This is an optimization exercise on Yosys and OpenROAD, whose aim is a short achievable clock period and few clock cycles, not a production implementation. Function was not checked in any run shown here: the RTL went through the layout flow alone. Power figures rest on the tool's default switching activity, not on a simulated workload.

[design/flow/config.mk]
export PLATFORM = sky130hd
export DESIGN_NAME = bird
export DESIGN_NICKNAME = bird
export VERILOG_FILES = /design/flow/design.v
export SDC_FILE = /design/flow/constraint.sdc
export NUM_CORES = 4
export LEC_CHECK = 0
export CAP_MARGIN = 20
export CORE_MARGIN = 2
export CORE_UTILIZATION = 40
export SLEW_MARGIN = 20
[design/flow/constraint.sdc]
create_clock -name core_clock -period 6.0 [get_ports {clk}]
set_input_delay 1.2000 -clock core_clock [delete_from_list [all_inputs] [get_ports {clk}]]
set_output_delay 1.2000 -clock core_clock [all_outputs]
set_load 0.01 [all_outputs]
[design/flow/design.v]
module bird (
        input  logic        clk,
        input  logic        rst,
        input  logic [15:0] data_in,
        input  logic        hold,
        output logic        hold_ack,
        output logic [15:0] data_out,
        output logic [11:0] address,
        output logic        memwt
        );
localparam int LOGN = 6;                  
localparam int NB   = 1 << (LOGN - 1);    
localparam int TW   = 12 - LOGN;          
logic [11:0] addr_q;        
logic [15:0] dout_q;
logic        memwt_q;
logic        wrp_q;         
logic        pf_q;          
logic        cx_q;          
logic        dld_q;         
logic        dpc_q;         
logic [2:0]  dd_q;
logic [11:0] npc_q;         
logic [11:0] ipc_q, ipc1_q, ipc2_q;   
logic [15:0] ci_q;
logic        zeroflag;
logic [15:0] regbank [7:0];
logic        alu_v;
logic [2:0]  alu_d;
logic [15:0] ax, ay;
logic        acin;
logic        m_add, m_and, m_or, m_xor, m_not;
wire run = ~hold_ack;
assign address  = addr_q;
assign data_out = dout_q;
assign memwt    = memwt_q;
function automatic logic [15:0] ks_add(input logic [15:0] x, input logic [15:0] y, input logic c);
    logic [15:0] g, p, gg, pp, gn, pn;
    g = x & y;
    p = x ^ y;
    gg = g; pp = p;
    gg[0] = g[0] | (p[0] & c);
    for (int s = 1; s < 16; s = s * 2) begin
        gn = gg; pn = pp;
        for (int i = s; i < 16; i++) begin
            gn[i] = gg[i] | (pp[i] & gg[i-s]);
            pn[i] = pp[i] & pp[i-s];
        end
        gg = gn; pp = pn;
    end
    ks_add = p ^ {gg[14:0], c};
endfunction
wire [15:0] sum    = ks_add(ax, ay, acin);
wire [15:0] lres   = ({16{m_and}} & (ax & ay)) | ({16{m_or}} & (ax | ay)) |
                     ({16{m_xor}} & (ax ^ ay)) | {15'b0, m_not & ~|ay};
wire [15:0] result = ({16{m_add}} & sum) | lres;
wire        z_add  = &(~((ax ^ ay) ^ {(ax[14:0] | ay[14:0]), acin}));
wire        zfast  = m_add ? z_add :
                     m_and ? ~|(ax & ay) :
                     m_or  ? ~|(ax | ay) :
                     m_xor ? (ax == ay) :
                     m_not ? |ay : 1'b1;
logic              ev [NB], ov [NB];
logic [TW-1:0]     et [NB], ot [NB];
logic [15:0]       ed [NB], od [NB];
wire        odd1 = ipc1_q[0];
wire [11:0] ea   = odd1 ? ipc2_q : ipc1_q;
wire [11:0] oa   = odd1 ? ipc1_q : ipc2_q;
wire [LOGN-2:0] ei = ea[LOGN-1:1];
wire [LOGN-2:0] oi = oa[LOGN-1:1];
wire        e_hit = ev[ei] && et[ei] == ea[11:LOGN];
wire        o_hit = ov[oi] && ot[oi] == oa[11:LOGN];
wire [15:0] w1 = odd1 ? od[oi] : ed[ei];
wire [15:0] w2 = odd1 ? ed[ei] : od[oi];
wire        h1 = odd1 ? o_hit : e_hit;
wire        h2 = odd1 ? e_hit : o_hit;
wire        ex = pf_q | cx_q;
wire [15:0] iw = pf_q ? data_in : ci_q;
wire [3:0]  op = iw[15:12];
wire [2:0]  fd = iw[2:0], fb = iw[5:3], fa = iw[8:6], ff = iw[11:9];
wire ldfw = ~pf_q & dld_q;    
function automatic logic [15:0] rv(input logic [2:0] x);
    if (ldfw && dd_q == x)       rv = data_in;
    else if (alu_v && alu_d == x) rv = result;
    else                          rv = regbank[x];
endfunction
wire [15:0] va  = rv(fa);
wire [15:0] vb  = rv(fb);
wire [15:0] vsp = rv(3'd7);
wire [11:0] sp_inc = vsp[11:0] + 12'd1;
wire [11:0] tgt = ipc1_q + iw[11:0];
wire        zero_now = alu_v ? zfast : zeroflag;
wire is_stack = (op == 4'h8) | (op == 4'h9) | (op == 4'hA) | (op == 4'hB) |
                (op == 4'hC) | (op == 4'hD);
wire hz   = alu_v & (alu_d == 3'd7) & is_stack;
wire exok = ex & ~hz;
logic        pf_n, cx_n, dld_n, dpc_n, wr_n;
logic [11:0] addr_n, npc_n, ipc_n, ipc1_n, ipc2_n;
logic [15:0] dout_n, ci_n;
logic        sp_wr;
logic [15:0] sp_n;
always_comb begin
    pf_n = 1'b1; cx_n = 1'b0; dld_n = 1'b0; dpc_n = 1'b0; wr_n = 1'b0;
    addr_n = ipc1_q; npc_n = ipc1_q; dout_n = va; ci_n = w1;
    sp_wr = 1'b0; sp_n = vsp;
    if (exok) begin
        case (op)
            4'h1: begin  
                pf_n = 1'b0; dld_n = 1'b1; addr_n = ipc1_q;
                npc_n = ipc2_q; cx_n = h2; ci_n = w2;
            end
            4'h2: begin  
                pf_n = 1'b0; dld_n = 1'b1; addr_n = vb[11:0]; cx_n = h1;
            end
            4'h3: begin  
                pf_n = 1'b0; wr_n = 1'b1; addr_n = vb[11:0]; cx_n = h1;
            end
            4'h4: addr_n = zero_now ? tgt : ipc1_q;   
            4'h5: addr_n = tgt;                       
            4'h8: begin  
                pf_n = 1'b0; wr_n = 1'b1; addr_n = vsp[11:0]; cx_n = h1;
                sp_wr = 1'b1; sp_n = vsp - 16'd1;
            end
            4'h9: begin  
                pf_n = 1'b0; dld_n = 1'b1; addr_n = sp_inc; cx_n = h1;
                sp_wr = 1'b1; sp_n = vsp + 16'd1;
            end
            4'hA: begin  
                pf_n = 1'b0; wr_n = 1'b1; addr_n = vsp[11:0]; dout_n = {4'b0, ipc1_q};
                npc_n = tgt;
                sp_wr = 1'b1; sp_n = vsp - 16'd1;
            end
            4'hB: begin  
                pf_n = 1'b0; dpc_n = 1'b1; addr_n = sp_inc;
                sp_wr = 1'b1; sp_n = vsp + 16'd1;
            end
            4'hC: begin  
                pf_n = 1'b0; dld_n = 1'b1; addr_n = vsp[11:0]; cx_n = h1;
            end
            4'hD: begin  
                pf_n = 1'b0; dpc_n = 1'b1; addr_n = vsp[11:0];
            end
            default: ;   
        endcase
    end else if (hz) begin
        addr_n = ipc_q;
    end else begin
        addr_n = dpc_q ? data_in[11:0] : npc_q;
    end
    if (cx_n) ipc_n = (op == 4'h1) ? ipc2_q : ipc1_q;
    else      ipc_n = addr_n;
end
logic [15:0] ax_n, ay_n;
logic        acin_n, madd_n, mand_n, mor_n, mxor_n, mnot_n;
always_comb begin
    ax_n = va; ay_n = vb; acin_n = 1'b0;
    madd_n = 1'b0; mand_n = 1'b0; mor_n = 1'b0; mxor_n = 1'b0; mnot_n = 1'b0;
    case (ff)
        3'h0: madd_n = 1'b1;
        3'h1: begin madd_n = 1'b1; ay_n = ~vb; acin_n = 1'b1; end
        3'h2: mand_n = 1'b1;
        3'h3: mor_n = 1'b1;
        3'h4: mxor_n = 1'b1;
        3'h7: case (fa)
            3'h0: mnot_n = 1'b1;
            3'h1: begin madd_n = 1'b1; ax_n = 16'h0000; end
            3'h2: begin madd_n = 1'b1; ax_n = 16'h0000; acin_n = 1'b1; end
            3'h3: begin madd_n = 1'b1; ax_n = 16'hFFFF; end
            default: ;
            endcase
        default: ;
    endcase
end
always_ff @(posedge clk)
    if (rst) begin
        addr_q   <= 12'd0;
        memwt_q  <= 1'b0;
        wrp_q    <= 1'b0;
        pf_q     <= 1'b1;
        cx_q     <= 1'b0;
        dld_q    <= 1'b0;
        dpc_q    <= 1'b0;
        ipc_q    <= 12'd0;
        ipc1_q   <= 12'd1;
        ipc2_q   <= 12'd2;
        zeroflag <= 1'b0;
        alu_v    <= 1'b0;
        hold_ack <= 1'b0;
    end else begin
        hold_ack <= hold;
        if (run) begin
            addr_q  <= addr_n;
            wrp_q   <= wr_n;
            memwt_q <= wr_n & ~hold;
            pf_q    <= pf_n;
            cx_q    <= cx_n;
            dld_q   <= dld_n;
            dpc_q   <= dpc_n;
            ipc_q   <= ipc_n;
            ipc1_q  <= ipc_n + 12'd1;
            ipc2_q  <= ipc_n + 12'd2;
            alu_v   <= exok & (op == 4'h7);
            if (alu_v)
                zeroflag <= zfast;
        end else
            memwt_q <= wrp_q & ~hold;
    end
always_ff @(posedge clk)
    if (!rst && run) begin
        dout_q <= dout_n;
        npc_q  <= npc_n;
        ci_q   <= ci_n;
        dd_q   <= fd;
        alu_d  <= fd;
        ax     <= ax_n;
        ay     <= ay_n;
        acin   <= acin_n;
        m_add  <= madd_n;
        m_and  <= mand_n;
        m_or   <= mor_n;
        m_xor  <= mxor_n;
        m_not  <= mnot_n;
    end
always_ff @(posedge clk)
    if (!rst && run) begin
        if (ldfw)
            regbank[dd_q] <= data_in;
        if (alu_v)
            regbank[alu_d] <= result;
        if (exok && sp_wr)
            regbank[7] <= sp_n;
    end
always_ff @(posedge clk)
    if (rst) begin
        for (int i = 0; i < NB; i++) begin
            ev[i] <= 1'b0;
            ov[i] <= 1'b0;
        end
    end else if (run) begin
        if (pf_q) begin
            if (ipc_q[0]) begin
                ov[ipc_q[LOGN-1:1]] <= 1'b1;
                ot[ipc_q[LOGN-1:1]] <= ipc_q[11:LOGN];
                od[ipc_q[LOGN-1:1]] <= data_in;
            end else begin
                ev[ipc_q[LOGN-1:1]] <= 1'b1;
                et[ipc_q[LOGN-1:1]] <= ipc_q[11:LOGN];
                ed[ipc_q[LOGN-1:1]] <= data_in;
            end
        end
        if (memwt_q) begin
            if (addr_q[0]) begin
                if (ot[addr_q[LOGN-1:1]] == addr_q[11:LOGN]) ov[addr_q[LOGN-1:1]] <= 1'b0;
            end else begin
                if (et[addr_q[LOGN-1:1]] == addr_q[11:LOGN]) ev[addr_q[LOGN-1:1]] <= 1'b0;
            end
        end
    end
endmodule
[design/flow/run.sh]
#!/bin/bash
# synth_recipe.tcl (not shown) runs the flow's synth.tcl, then flattens the netlist and writes it again
# the make line also repeats each setting of config.mk as NAME=value (left out here)
make -C /OpenROAD-flow-scripts/flow DESIGN_CONFIG=/design/flow/config.mk WORK_HOME=/design/flow/orfs CLKGATE_MAP_FILE= SYNTH_SCRIPT=/design/flow/synth_recipe.tcl finish
==> results of run 1 <==
==> registers in the layout, indices dropped and copies added, names as in the netlist, 11 cells and up, named ones only <==
| register | flops |
|---|---|
| ov | 32 |
| od | 512 |
| ci_q | 16 |
| ipc1_q | 12 |
| regbank | 128 |
| ot | 192 |
| ed | 512 |
| ay | 16 |
| dout_q | 16 |
| ipc_q | 11 |
| npc_q | 12 |
| addr_q | 12 |
| et | 192 |
| ax | 16 |
| ipc2_q | 12 |
| ev | 32 |
==> cells in the final DEF (no fill, tap or decap), types with 78 or more instances in the layout <==
cell type	Yosys	routed
nor2_1	422	357
mux4_2	328	328
nand3_1	230	228
edfxtp_1	1621	1621
a311oi_1	111	109
inv_1	81	78
buf_4	8	356
clkbuf_16	0	186
mux2i_1	272	262
o21ai_0	184	183
a21oi_1	370	370
dfxtp_1	125	109
nand2_1	781	781
and3_1	94	94
==> timing repair <==
action	CTS	global route
pin swaps	0	3
endpoints found under the setup margin	11	6
buffers inserted	0	6
resized for setup	3	18
gates cloned	0	2
==> worst min-delay path: cells and delay by family, from the launching register on <==
kind	cells	cell delay (ps)
AOI/OAI and AO/OA	1	60
DFF	1	300
and+or+nand+nor	1	50
==> where the power goes <==
group / total, mW / internal (mW) / switching (mW)
logic: 14.9 / 5.48 / 9.45
clock network: 11.3 / 6.38 / 4.95
registers: 14.5 / 14.0 / 0.482
total: 40.8 / 25.9 / 14.9
==> cells by family after synthesis <==
family	Yosys count	share of synthesized area (%)
AND/OR/NAND/NOR	1794	9.771
flip-flops	1746	62.89
AO/OA/AOI/OAI	1169	9.454
multiplexers	651	13.18
buffers and inverters	503	2.598
XOR/XNOR	101	1.087
adder cells (fa/ha/maj)	64	1.021
==> metal layers <==
layer  share of wire, %  global-route usage, %
met3                8.9                  4.788
met2                 46                  41.23
met4                4.3                  10.59
met5              0.015                      0
met1                 40                  36.02
==> final cells by class <==
type,instances,area share (%)
inverter,86,0.3497
tap,2672,3.594
clock inverter,106,1.235
clock buffer,226,5.208
antenna,6,0.01614
sequential,1746,55.05
timing repair buffer,428,3.821
multi-input combinational,3781,30.73
==> worst max-delay path by stage <==
| stage | start | end | slack (ps) | depth (start not counted) |
|---|---|---|---|---|
| final | ipc1_q[0] | ipc1_q[11] | 240 | 21 |
| after detailed placement | ipc1_q[0] | ipc1_q[11] | -410 | 20 |
| after global routing | ipc1_q[0] | ipc1_q[11] | 50 | 21 |
| after CTS | ipc2_q[1] | ipc1_q[11] | 20 | 19 |
| after floorplan | ipc1_q[0] | ipc1_q[11] | 270 | 21 |
| after global placement | ipc1_q[0] | ipc1_q[11] | -310 | 20 |
==> stage by stage <==
step                cell area (um^2)  util [%]  hold WS, ps  power (mW)
detailed placement             86820     42.96        466.1       29.30
floorplan                      81380         -        438.4       23.41
global placement               86790     42.94        453.3       29.23
CTS                            92840     45.93        475.7       40.60
global route                   93020     46.02        519.5       42.21
finish                         93030     46.03        470.2       40.77
==> results.json, run 1 <==
{
  "cp_data_required_time_ps": 6740,
  "numPortBuffers": 48,
  "hold_start": "wrp_q",
  "multi_input_area_um2": 28580,
  "detail_route.first_pass.iterations": 8,
  "clk_pin_slew_ps": 60,
  "num_vias": 55762,
  "clockRootBuffer": "clkbuf_16",
  "htree_num_levels": 4,
  "crit_top_cell": "buf_4",
  "num-nets-final": 6309,
  "grt_pass1_wl_um": 391300,
  "routed_wl_um": 275400,
  "grt_max_degree": 157,
  "startpoint_type": "flip-flop",
  "drive_above_1_share_pct": 18.41,
  "setup-violations-final": 0,
  "synth_top_area_cell": "edfxtp_1",
  "critPathArrivalTime_ps": 6500,
  "finalHoldViolCount": 0,
  "maxCapViolCount": 0,
  "critPathKind": "flip-flop to flip-flop",
  "worst_slack_ps": 235.6,
  "grt-ovfl-total": 0,
  "min-delay-path-class": "flip-flop to flip-flop",
  "cp_max_fo": 15,
  "coreArea_um2": 202100,
  "ys_types": 103,
  "cp_cell_sequence": "mux2_8 -> buf_4 -> buf_4 -> mux2i_1 -> mux2i_1 -> a32o_1 -> o31ai_1 -> buf_4 -> o41ai_4 -> xnor2_1 -> buf_4 -> o41ai_4 -> a22oi_4 -> mux2_2 -> ha_1 -> inv_1 -> or3_1 -> nor2_2 -> or4bb_1 -> a21o_1 -> a32o_1",
  "slew_headroom_pct": 16.88,
  "ctsLongestPathBuffers": 3,
  "ir_drop_uv": 371.5,
  "synth_top_flop_cell": "edfxtp_1",
  "grt_pass1_vias": 53265,
  "critPathTopFamily": "compound AO/OA/AOI/OAI gates",
  "reg2regPathDepth": 21,
  "fmax_ghz": 0.1735,
  "hold_path_end": "wrp_q",
  "reg2reg_to": "ipc1_q[11]",
  "place_ws_ps": -405.4,
  "ys.warnings.count": 1,
  "synth_top_area_share_pct": 59.81,
  "die_w_um": 455.1,
  "end_kind": "flip-flop",
  "synth_edf_count": 1621,
  "netlist_instances": 6028,
  "start_util_pct": 40.26,
  "cpPeakStageDelay_ps": 560,
  "avgSynthCellArea_um2": 13.50,
  "tightest_slew_ps": 1241,
  "routed_via_density": 6.161,
  "drtAntennaViolNets": 0,
  "die_area_um2": 207100,
  "finalWeightedCongestion": 0.9603,
  "setup-tns-final_ps": 0,
  "dp_hpwl_um": 177300,
  "status": "complete, no violations",
  "async_reset_ff_share_pct": 0,
  "mappedNetlistNets": 6111,
  "cts-buffers-inserted": 183,
  "finalMaxSlewViolations": 0,
  "fin_skew_ps": 70.72,
  "hold_path_depth": 2,
  "first_iter_violations": 7196,
  "synth_common_cells": "edfxtp_1, nand2_1, nor2_1",
  "cp_num_buf_inv": 5,
  "period_minus_slack_ps": 5764,
  "fin_cells": 9051,
  "track_usage_pct": 26.22,
  "crit_slowest_cell": "o41ai_4",
  "rows": 165,
  "clock-sinks": 1746,
  "post-route-period-util_pct": 96.07,
  "n_fill_cell": 17705,
  "die_h_um": 455.1,
  "seq_area_um2": 51210,
  "r2r_setup_slack_ps": 240,
  "area_growth_pct": 14.31,
  "yosysSeqAreaShare_pct": 62.89,
  "cts_tree": "done",
  "syn_area_um2": 81380,
  "placedCellCount": 8705,
  "synth_area_leaders": "edfxtp_1, mux4_2, nand2_1",
  "wl_per_cell_um": 30.43,
  "postCtsHoldBufs": 0,
  "pwr_density_cell_nw_per_um2": 438.2,
  "synth_seq_cells": 1746,
  "p_leak_nw": 31.30,
  "synth_most_common_cell": "edfxtp_1",
  "drc_errors": 0,
  "rsz0062_at_grt": "no",
  "worstSkewPairLatency_ps": 870,
  "io_pins": 49,
  "reg2reg_from": "ipc1_q[0]",
  "grt_antenna_before_repair": 16
}
==> run 2, diff against run 1 <==
--- a/design/flow/config.mk
+++ b/design/flow/config.mk
@@ -7,2 +7,3 @@
 export LEC_CHECK = 0
+export ABC_CLOCK_PERIOD_IN_PS = 2500
 export CAP_MARGIN = 20
@@ -10,2 +11,3 @@
 export CORE_UTILIZATION = 40
+export SETUP_SLACK_MARGIN = 3.3
 export SLEW_MARGIN = 20
==> results.json, run 2 <==
{
  "track_usage_pct": 29.36,
  "final_cell_mix": "edfxtp_1, nand2_1, buf_4, mux4_2, nor2_1",
  "synth_seq_cells": 1746,
  "place_ws_ps": 281.2,
  "worst_slack_ps": 701.1,
  "yosysSeqAreaShare_pct": 62.89,
  "final_cell_area_um2": 104800,
  "drc_errors": 0,
  "grt_antenna_before_repair": 10,
  "grt-ovfl-total": 0,
  "post-route-period-util_pct": 88.31,
  "ir_drop_uv": 282.0,
  "setup-violations-final": 0,
  "start_util_pct": 40.26,
  "status": "complete, no violations",
  "startpoint_type": "flip-flop",
  "worstSkewPairLatency_ps": 870,
  "finalHoldViolCount": 0,
  "cp_data_required_time_ps": 6730,
  "switching_share_pct": 37.52,
  "grt_max_degree": 73,
  "synth_top_area_share_pct": 59.81,
  "min-delay-path-class": "flip-flop to flip-flop",
  "synth_most_common_cell": "edfxtp_1",
  "end_kind": "flip-flop",
  "combPwrFrac_pct": 43.4,
  "avgSynthCellArea_um2": 13.50,
  "postCtsHoldBufs": 0,
  "die_w_um": 455.1,
  "cts_tree": "done",
  "cp_max_fo": 7,
  "period_minus_slack_ps": 5299,
  "die_h_um": 455.1,
  "critPathKind": "flip-flop to flip-flop",
  "power.switching_mw": 17.15,
  "finalMaxSlewViolations": 0,
  "drtAntennaViolNets": 0,
  "synth_top_area_cell": "edfxtp_1",
  "dp_hpwl_um": 177800,
  "final_common_cell": "edfxtp_1",
  "first_iter_violations": 9154,
  "intPower_mw": 28.56,
  "fin_skew_ps": 62.78,
  "area_growth_pct": 28.83,
  "setup-tns-final_ps": 0,
  "clk_pin_slew_ps": 60,
  "ys_types": 103,
  "grt_pass1_wl_um": 435000,
  "ctsLongestPathBuffers": 3,
  "numPortBuffers": 48,
  "rsz0062_at_grt": "yes",
  "cts-buffers-inserted": 182,
  "clockRootBuffer": "clkbuf_16",
  "grt_pass1_vias": 57805,
  "critPathArrivalTime_ps": 6030,
  "synth_area_leaders": "edfxtp_1, mux4_2, nand2_1",
  "pwr_density_cell_nw_per_um2": 436.0,
  "routed_wl_um": 312500,
  "finalWeightedCongestion": 0.9757,
  "mappedNetlistNets": 6111,
  "p_leak_nw": 35.68,
  "io_pins": 49,
  "async_reset_ff_share_pct": 0,
  "tightest_slew_ps": 1164,
  "synth_edf_count": 1621,
  "htree_num_levels": 4,
  "power_frac_clock_pct": 24.7,
  "wl_per_cell_um": 32.49,
  "p_seq_share_pct": 31.9,
  "dpl_cell_area_um2": 87190,
  "routed_via_density": 6.312,
  "netlist_instances": 6028,
  "num_vias": 60703,
  "ys.warnings.count": 1,
  "slew_headroom_pct": 20.20,
  "drive_above_1_share_pct": 34.08,
  "num-nets-final": 6875,
  "coreArea_um2": 202100,
  "syn_area_um2": 81380,
  "detail_route.first_pass.iterations": 6,
  "clock-sinks": 1746,
  "maxCapViolCount": 0,
  "rows": 165,
  "die_area_um2": 207100,
  "r2r_setup_slack_ps": 700,
  "fmax_ghz": 0.1887,
  "synth_common_cells": "edfxtp_1, nand2_1, nor2_1",
  "synth_top_flop_cell": "edfxtp_1"
}
-- run 2: repair_timing --
item / 4_1_cts / 5_1_grt
pin swaps: 279 / 151
setup endpoints to repair: 1888 / 637
cloned: 78 / 6
resized for setup: 871 / 311
setup buffers: 393 / 200
-- run 2: worst max-delay path, stage by stage, from the launching register on --
cell and delay, ps:
dfxtp_4 380, buf_12 120, buf_8 130, buf_8 140, mux2_4 410, mux4_2 260, nand2_1 50, and3_4 190
or3_4 320, a211o_1 300, a22oi_2 160, buf_4 170, or4b_4 490, o22ai_4 160, a22oi_4 120, mux2i_4 240
buf_4 150, buf_6 100, ha_4 160, and3_2 220, nand2_1 70, mux2i_1 220, mux2_2 370, a211o_1 220
-- run 2: per-stage QoR --
step	util (%)	hold WS (ps)	cells	total power [mW]
after global routing	51.87	512.2	9613	46.96
final	51.87	473.2	9617	45.71
after detailed placement	43.14	454.8	8603	29.30
after floorplan	-	433.1	6028	24.00
after CTS	50.40	463.2	9406	44.02
after global placement	43.10	452.3	8599	29.26
-- run 2: path summary, 6_finish.rpt --
check | endpoint | depth (start not counted) | start
hold / removal | wrp_q | 2 | wrp_q
setup reg to reg | ipc1_q[10] | 23 | ipc1_q[0]
hold reg to reg | wrp_q | 2 | wrp_q
setup / recovery | ipc1_q[10] | 23 | ipc1_q[0]
-- run 2: layout make-up --
class	count	area (um^2)
diodes	5	12.51
clock buffers	226	4791
clock inverters	106	1089
fillers	16565	97270
inverters	86	379.1
multi-input cells	3829	33660
flip-flops and latches	1746	51270
well taps	2672	3343
repair buffers	946	10290
repair inverters	1	8.758
-- run 2: power groups by stage --
| stage | sequential (mW) | combinational, mW | clock, mW |
|---|---|---|---|
| floorplan | 14.6 | 9.42 | 0 |
| global route | 14.6 | 20.5 | 11.9 |
| detailed placement | 14.9 | 14.4 | 0 |
| global placement | 14.9 | 14.4 | 0 |
| CTS | 14.6 | 18.1 | 11.4 |
| finish | 14.6 | 19.8 | 11.3 |
-- run 2: cells by family (layout without fill, tap and decap cells) --
kind of cell	count (synthesis)	after routing	synth area share, %
compound gates	1169	1169	9.454
xor+xnor	101	101	1.087
fa+ha+maj	64	64	1.021
buf+inv	503	1365	2.598
flops	1746	1746	62.89
mux	651	659	13.18
other cells	0	5	0
simple gates	1794	1836	9.771
-- run 2: per-layer routing --
layer | global-route usage (%) | part of all wire (%) | vias up
met5 | 0 | 0.0090 | -
met4 | 16.32 | 7.0 | 4
met3 | 5.609 | 10 | 862
met2 | 45.57 | 45 | 3973
met1 | 38.90 | 37 | 30813
li1 | - | - | 25051

## port drivers added, routing unchanged
The results above use ideal ports. As a check the final layouts listed here were re-extracted and re-timed, cells and wires unchanged.
Step 1: set_driving_cell puts a clkbuf_16 on clk and a buf_2 on each other input, an assumption about the parent block.
Step 2 also shifts input and output timing later by t, the mid clock arrival at the registers, as if the neighbouring blocks saw the same clock.
Slacks: no drivers / after step 1 / after step 2; pairs: no drivers / after step 1.
| run | t (ns) | setup slack, ns | worst hold slack (ns) | worst data-port slew with drivers (ns) |
|---|---|---|---|---|
| run 1 | 0.924 | 0.236 / 0.236 / -0.039 | 0.470 / 0.470 / 0.470 | 0.23 |
| run 2 | 0.934 | 0.701 / 0.701 / 0.668 | 0.473 / 0.473 / 0.473 | 0.29 |
With both steps, setup timing fails in run 1, where it was met with ideal ports. The setup slack of run 1, which loses most, moves by 0.000 ns with the drivers and by -0.275 ns with both steps.
